This design comes from an exercise in tuning for small area and a short achievable clock period on the open sky130 flow, not from production work. At most, simulation tests tie the RTL to the original design; equivalence was not proved. Power figures rest on the tool's default switching activity, not on a simulated workload.

// microprocessor
module microprocessor(
	input wire clk,
	input wire clr,
	input wire step,
	input wire [15:0] instruction,
	output wire [15:0] pc_out,
	output reg wb_en,
	output reg [3:0] wb_addr,
	output wire [15:0] wb_data,
	output reg st_en,
	output reg [1:0] st_addr,
	output reg [15:0] st_data
);
Size: ~430 flip-flops, about 75 I/O pins, roughly 21,000 um^2 of cells after synthesis.
clock: 10.5 ns
lec_check: 0
cap_margin: 20
core_margin: 2
core_utilization: 50
cts_cluster_diameter: 80
cts_cluster_size: 20
setup_slack_margin: 5
slew_margin: 20
synth_hierarchical: 1
standard.sh (not shown) runs the stock make flow with config.mk's settings and CLKGATE_MAP_FILE= SYNTH_SCRIPT=/design/flow/synth_recipe.tcl, a recipe that flattens the netlist after the stock synthesis.
==> flow/flow/run.sh <==
#!/bin/bash
# Own layout flow: the standard flow (standard.sh, the standard synthesis
# script and ORFS) with a few extra ORFS settings:
#  - the port buffers are sky130_fd_sc_hd__buf_4 instead of the resizer's default
#    choice (a slow delay cell);
#  - repair_timing aims for a larger setup margin.
# Each step's full output goes to a log file in the work folder.
set -euo pipefail
W=$(pwd)
X=("BUFFER_PORTS_ARGS=-buffer_cell sky130_fd_sc_hd__buf_4")
if [[ -f flow/extra.txt ]]; then
  while IFS= read -r line; do
    [[ -z "$line" || "$line" == \#* ]] && continue
    X+=("$line")
  done < flow/extra.txt
fi
printf '%s\n' "${X[@]}" > "$W/flow_settings.log"
bash standard.sh "${X[@]}" synth > "$W/flow_synth.log" 2>&1
bash standard.sh "${X[@]}" finish > "$W/flow_layout.log" 2>&1
test -f out/final.def
==> flow/flow/extra.txt <==
SETUP_SLACK_MARGIN=6.2
TNS_END_PERCENT=100
Next try:
==> flow/flow/extra.txt (replaced) <==
SETUP_SLACK_MARGIN=6.2
TNS_END_PERCENT=10
Settings changed: CORE_UTILIZATION 50 to 40.
After rerunning: Area after synthesis stays the same; core utilization went down by 12 points; hold slack loses 0.049 ns; wire length fell by 3.3%; register-to-register slack improved by 0.16 ns; maximum frequency shrinks by 1.1%; design area stays flat; non-clock buffer count came out lower by 14; combinational power decreases by 3.2%.
Next try:
==> flow/flow/extra.txt (replaced) <==
SETUP_SLACK_MARGIN=6.5
Settings changed: CTS_BUF_LIST set to sky130_fd_sc_hd__clkbuf_8, CTS_CLUSTER_DIAMETER 80 to unset, CTS_CLUSTER_SIZE 20 to unset.
Total power increases by roughly a tenth.
Worst setup slack gains 0.18 ns.
Wire length went up by a little under a tenth.
Synthesized area stays the same.
Non-clock buffer count rises by 78.

---

Another version of the RTL of microprocessor (not shown whole).
For scale: roughly 380 flip-flops, roughly 75 I/O pins.
export LEC_CHECK = 0
export CAP_MARGIN = 20
export CORE_MARGIN = 2
export CORE_UTILIZATION = 40
export SETUP_SLACK_MARGIN = 4
export SLEW_MARGIN = 20
create_clock -name core_clock -period 10.5 [get_ports {clk}]
==> flow/flow/extra.txt <==
SETUP_SLACK_MARGIN=4.5
Scripts as last shown in full above: flow/flow/run.sh
The baseline produced a clean layout.
Then changed:
==> flow/run.sh (new file) <==
#!/bin/bash
# synth_recipe.tcl (not shown) runs the flow's synth.tcl, then flattens the netlist and writes it again
# the make line also repeats each setting of config.mk as NAME=value (left out here)
make -C /OpenROAD-flow-scripts/flow DESIGN_CONFIG=/design/flow/config.mk WORK_HOME=/design/flow/orfs CLKGATE_MAP_FILE= SYNTH_SCRIPT=/design/flow/synth_recipe.tcl finish
removed: flow/flow/run.sh
removed: flow/flow/extra.txt
removed: flow/standard.sh
Effect: Cell area increases by 0.78%. Clock skew is lower by 0.010 ns. Final cell count is higher by 0.58%. Global-route usage stays flat. Utilization rises by 0.37 points. Worst hold slack gains 0.0036 ns. Fmax fell by 8.4%. Total power went down by 1.2%.
Then changed:
==> flow/flow/run.sh (new file) <==
#!/bin/bash
# Own layout flow: the standard flow (standard.sh, the standard synthesis
# script and ORFS) with a few extra ORFS settings:
#  - the port buffers are sky130_fd_sc_hd__buf_4 instead of the resizer's default
#    choice (a slow delay cell);
#  - repair_timing aims for a larger setup margin.
# Each step's full output goes to a log file in the work folder.
set -euo pipefail
W=$(pwd)
X=("BUFFER_PORTS_ARGS=-buffer_cell sky130_fd_sc_hd__buf_4")
if [[ -f flow/extra.txt ]]; then
  while IFS= read -r line; do
    [[ -z "$line" || "$line" == \#* ]] && continue
    X+=("$line")
  done < flow/extra.txt
fi
printf '%s\n' "${X[@]}" > "$W/flow_settings.log"
bash standard.sh "${X[@]}" synth > "$W/flow_synth.log" 2>&1
bash standard.sh "${X[@]}" finish > "$W/flow_layout.log" 2>&1
test -f out/final.def
==> flow/flow/extra.txt (new file) <==
SETUP_SLACK_MARGIN=6
==> flow/standard.sh (new file) <==
#!/bin/bash
# synth_recipe.tcl (not shown) runs the flow's synth.tcl, then flattens the netlist and writes it again
# the make line also repeats each setting of config.mk as NAME=value (left out here)
make -C /OpenROAD-flow-scripts/flow DESIGN_CONFIG=/design/flow/config.mk WORK_HOME=/design/flow/orfs CLKGATE_MAP_FILE= SYNTH_SCRIPT=/design/flow/synth_recipe.tcl "${@:-finish}"
Settings changed: CORE_UTILIZATION 40 to 50, CTS_CLUSTER_DIAMETER set to 100, CTS_CLUSTER_SIZE set to 30.
removed: flow/run.sh
Effect: Core utilization came out higher by 17 points; final cell count came out lower by about 3%; setup slack is better by 0.87 ns.
Then changed:
==> flow/flow/extra.txt (replaced) <==
SETUP_SLACK_MARGIN=5.5
After rerunning: Via count came out lower by 1.5%. Routed wire length came out lower by 1.2%. Global-route usage is lower by 0.47 points. Utilization went down by 1.7 points. Setup slack gets worse by 0.084 ns. Hold slack degrades by 0.0091 ns. Final area went down by 2.6%.
Function was not checked in any run of this note: the RTL went through the layout flow alone.

==> static timing again, ports no longer ideal <==
The results above use ideal ports. As a check the final layouts listed here were re-extracted and re-timed, cells and wires unchanged.
Step 1 (the two cells are an assumption about what drives the block):
set clk [get_ports {clk}]
set_driving_cell -lib_cell sky130_fd_sc_hd__clkbuf_16 $clk
set_driving_cell -lib_cell sky130_fd_sc_hd__buf_2 [delete_from_list [all_inputs] $clk]
Step 2 adds t to the input delays and takes it off the output delays; t is the mean of the earliest and latest rising clock arrival at the registers after step 1. Input paths then give back, and output paths get back, about the clock's delay inside the block.
Three values: no drivers, after step 1, after step 2; two values: the first two.
run	shift t [ns]	setup WS [ns]	worst register clock-pin slew, ns	pins driven straight from the clock port
the first run of note 1	0.649	6.212 / 6.062 / 5.414	0.09 / 0.09	1
the second run of note 1	0.635	6.163 / 6.047 / 5.412	0.09 / 0.09	1
the third run of note 1	0.685	6.348 / 6.147 / 5.462	0.06 / 0.06	1
the first run of note 2	0.636	4.677 / 4.690 / 4.054	0.06 / 0.06	1
the second run of note 2	0.619	4.143 / 4.151 / 3.532	0.07 / 0.07	1
the third run of note 2	0.595	5.010 / 4.889 / 4.293	0.12 / 0.12	1
the fourth run of note 2	0.593	4.925 / 4.860 / 4.267	0.12 / 0.12	1
After both steps every run listed still meets setup and hold. For the third run of note 1, which loses most, drivers alone change the setup slack by -0.201 ns; drivers and shift together by -0.886 ns.
